Background: an optimization exercise with open tools, aiming at small area and a short achievable clock period. Do not read the settings as production practice.
Function was checked by simulation only, so behaviour that the tests miss may differ from the original.
No activity file was given, so power comes from the tool's default toggle rates.

==> trial 6: inputs <==
## Pipelined_design
module Pipelined_design#(parameter size = 32)(
    input clk,
    input reset,
    input [size-1 : 0] instruction_i,
    input [size-1 : 0] MEM_result_i,
    output [size-1 : 0] ins_address,
    output [size-1 : 0] RAM_DATA_o,
    output [size-1 : 0] RAM_Addr_o,
    output [2:0] RAM_DATA_control,
    output RAM_rw);
Settings: LEC_CHECK=0, CAP_MARGIN=20, CORE_MARGIN=2, CORE_UTILIZATION=50, PLACE_DENSITY=0.6, SLEW_MARGIN=20, SYNTH_HIERARCHICAL=1; clock period 18.0 ns.
standard.sh (not shown) runs the stock make flow with config.mk's settings and CLKGATE_MAP_FILE= SYNTH_SCRIPT=/design/flow/synth_recipe.tcl, a recipe that flattens the netlist after the stock synthesis.
==> flow/flow/run.sh <==
#!/bin/bash
# Standard ORFS layout (the standard.sh, synthesis unchanged) with the
# timing repair steps asked to aim below the 18 ns period, and plain buffers
# on the ports.
set -euo pipefail
bash standard.sh SETUP_SLACK_MARGIN=13 "BUFFER_PORTS_ARGS=-buffer_cell sky130_fd_sc_hd__buf_2" finish > orfs_make.log 2>&1
==> trial 57 (differences from trial 6) <==
--- a/flow/design.v
+++ b/flow/design.v
@@ -320,15 +320,14 @@
     reg         e_ssm, e_ssw, e_ssb;          
     reg  [31:0] m_fu, m_x;
     reg  [4:0]  m_rd;
     reg         m_we, m_rw;
     reg         m_sm, m_sx, m_sf;    
     reg  [2:0]  m_f3;
     reg  [31:0] w_res;       
-    reg  [31:0] w_fw;        
     reg         rf_clr;      
     reg  [4:0]  w_rd;
     reg         w_we;
     wire        bubble;
     wire        flush;
     wire [31:0] correct_pc;
     wire [31:0] fi = instruction_i;
@@ -515,17 +514,17 @@
         end
     end
     always @(posedge clk) begin
         e_a <= rfa;
         e_b <= mb_d ? imm_d : rfb;
         e_x <= d_s ? rfb : pcx;
     end
-    wire [31:0] a = ({32{e_sam}} & m_fu) | ({32{e_saw}} & w_fw) | ({32{e_saa}} & e_a);
-    wire [31:0] b = ({32{e_sbm}} & m_fu) | ({32{e_sbw}} & w_fw) | ({32{e_sbb}} & e_b);
-    wire [4:0] shamt = ({5{e_ssm}} & m_fu[4:0]) | ({5{e_ssw}} & w_fw[4:0]) | ({5{e_ssb}} & e_b[4:0]);
+    wire [31:0] a = ({32{e_sam}} & m_fu) | ({32{e_saw}} & w_res) | ({32{e_saa}} & e_a);
+    wire [31:0] b = ({32{e_sbm}} & m_fu) | ({32{e_sbw}} & w_res) | ({32{e_sbb}} & e_b);
+    wire [4:0] shamt = ({5{e_ssm}} & m_fu[4:0]) | ({5{e_ssw}} & w_res[4:0]) | ({5{e_ssb}} & e_b[4:0]);
     wire sub   = e_sub;
     wire usign = e_fs[1] & e_fs[0];
     wire [31:0] bx = b ^ {32{sub}};
     wire [33:0] sum33;
     ks_add_33 alu_add(.x({a, 1'b1}), .y({bx, sub}), .s(sum33));
     wire [31:0] sum = sum33[32:1];
     wire n_ar = ((a[31] ^ b[31]) & usign) ? b[31] : sum[31];
@@ -579,27 +578,25 @@
         m_sx <= e_mr & ~e_md;
         m_sf <= ~e_md & ~e_mr;
     end
     assign RAM_Addr_o = m_fu;
     assign RAM_DATA_o = m_x;
     assign RAM_DATA_control = m_f3;
     assign RAM_rw = m_rw;
-    wire [31:0] res_m, res_f;
+    wire [31:0] res_m;
     wb_sel wbs_r(.sm(m_sm), .sx(m_sx), .sf(m_sf), .mem(MEM_result_i), .x(m_x), .fu(m_fu), .o(res_m));
-    wb_sel wbs_f(.sm(m_sm), .sx(m_sx), .sf(m_sf), .mem(MEM_result_i), .x(m_x), .fu(m_fu), .o(res_f));
     always @(posedge clk) begin
         if (!reset) begin
             w_rd <= 5'd0; w_we <= 1'b0;
         end else begin
             w_rd <= m_rd; w_we <= m_we;
         end
     end
     always @(posedge clk) begin
         w_res <= res_m;
-        w_fw <= res_f;
         rf_clr <= ~reset;
     end
 endmodule
 module add_c #(parameter W = 8)(
     input  [W-1:0] x,
     input  [W-1:0] y,
     output [W:0]   s);
- CORE_UTILIZATION: 50 -> 42
- PLACE_DENSITY: 0.6 -> 0.55
==> summary of the runs <==
Trial 57 finished with timing, DRC and antenna clean. Trial 6 completed without violations.
Between trial 6 and trial 57, the lower first-iteration DRC count is in trial 57 (gap 10%, measured against trial 57).
In trial 57 the global-route usage is lower than in trial 6, by 6.0 points.
Against trial 6, the clock skew of trial 57 is lower by 0.011 ns.
Between trial 57 and trial 6, the lower count of clock-buffer cells in the layout is in trial 6 (gap 9).
In trial 57 the hold slack is better than in trial 6, by 0.0068 ns.
Of trial 57 and trial 6, trial 57 has the higher combinational power (gap about 13%, measured against trial 6).
Against trial 6, the synthesized area of trial 57 is lower by 2.4%.
Against trial 6, the routed wire length of trial 57 is larger by 0.25%.
Total power: trial 6 is higher than trial 57 (0.80%).
Sequential power: trial 6 is higher than trial 57 (about 2%).
Of trial 6 and trial 57, trial 6 has the higher final area (gap about 1.4%, measured against trial 57).

re-timing with driven ports:
In the flow no input, the clock included, has a driving cell. The finished layouts below were timed again as built, in two steps.
Step 1 sets driving cells, clkbuf_16 on the clock port and buf_2 on the other inputs (assumed; they add their load-dependent delay and slew).
Step 2, shift: input delay + t, output delay - t, t = (earliest + latest rising clock arrival at the registers) / 2. This alone moves slack from input paths to output paths.
Three values: ideal ports, drivers, drivers and shift; two values: the first two.
run	shift t [ns]	setup slack, ns	hold slack, ns	latest minus earliest clock arrival (ns)
trial 6	0.871	12.928 / 12.845 / 12.267	0.344 / 0.344 / 0.344	0.067 / 0.067
trial 57	0.925	12.895 / 12.799 / 12.222	0.351 / 0.351 / 0.351	0.043 / 0.043
After both steps setup and hold are still met in every run listed. The setup slack of trial 57, which loses most, moves by -0.096 ns with the drivers and by -0.673 ns with both steps.
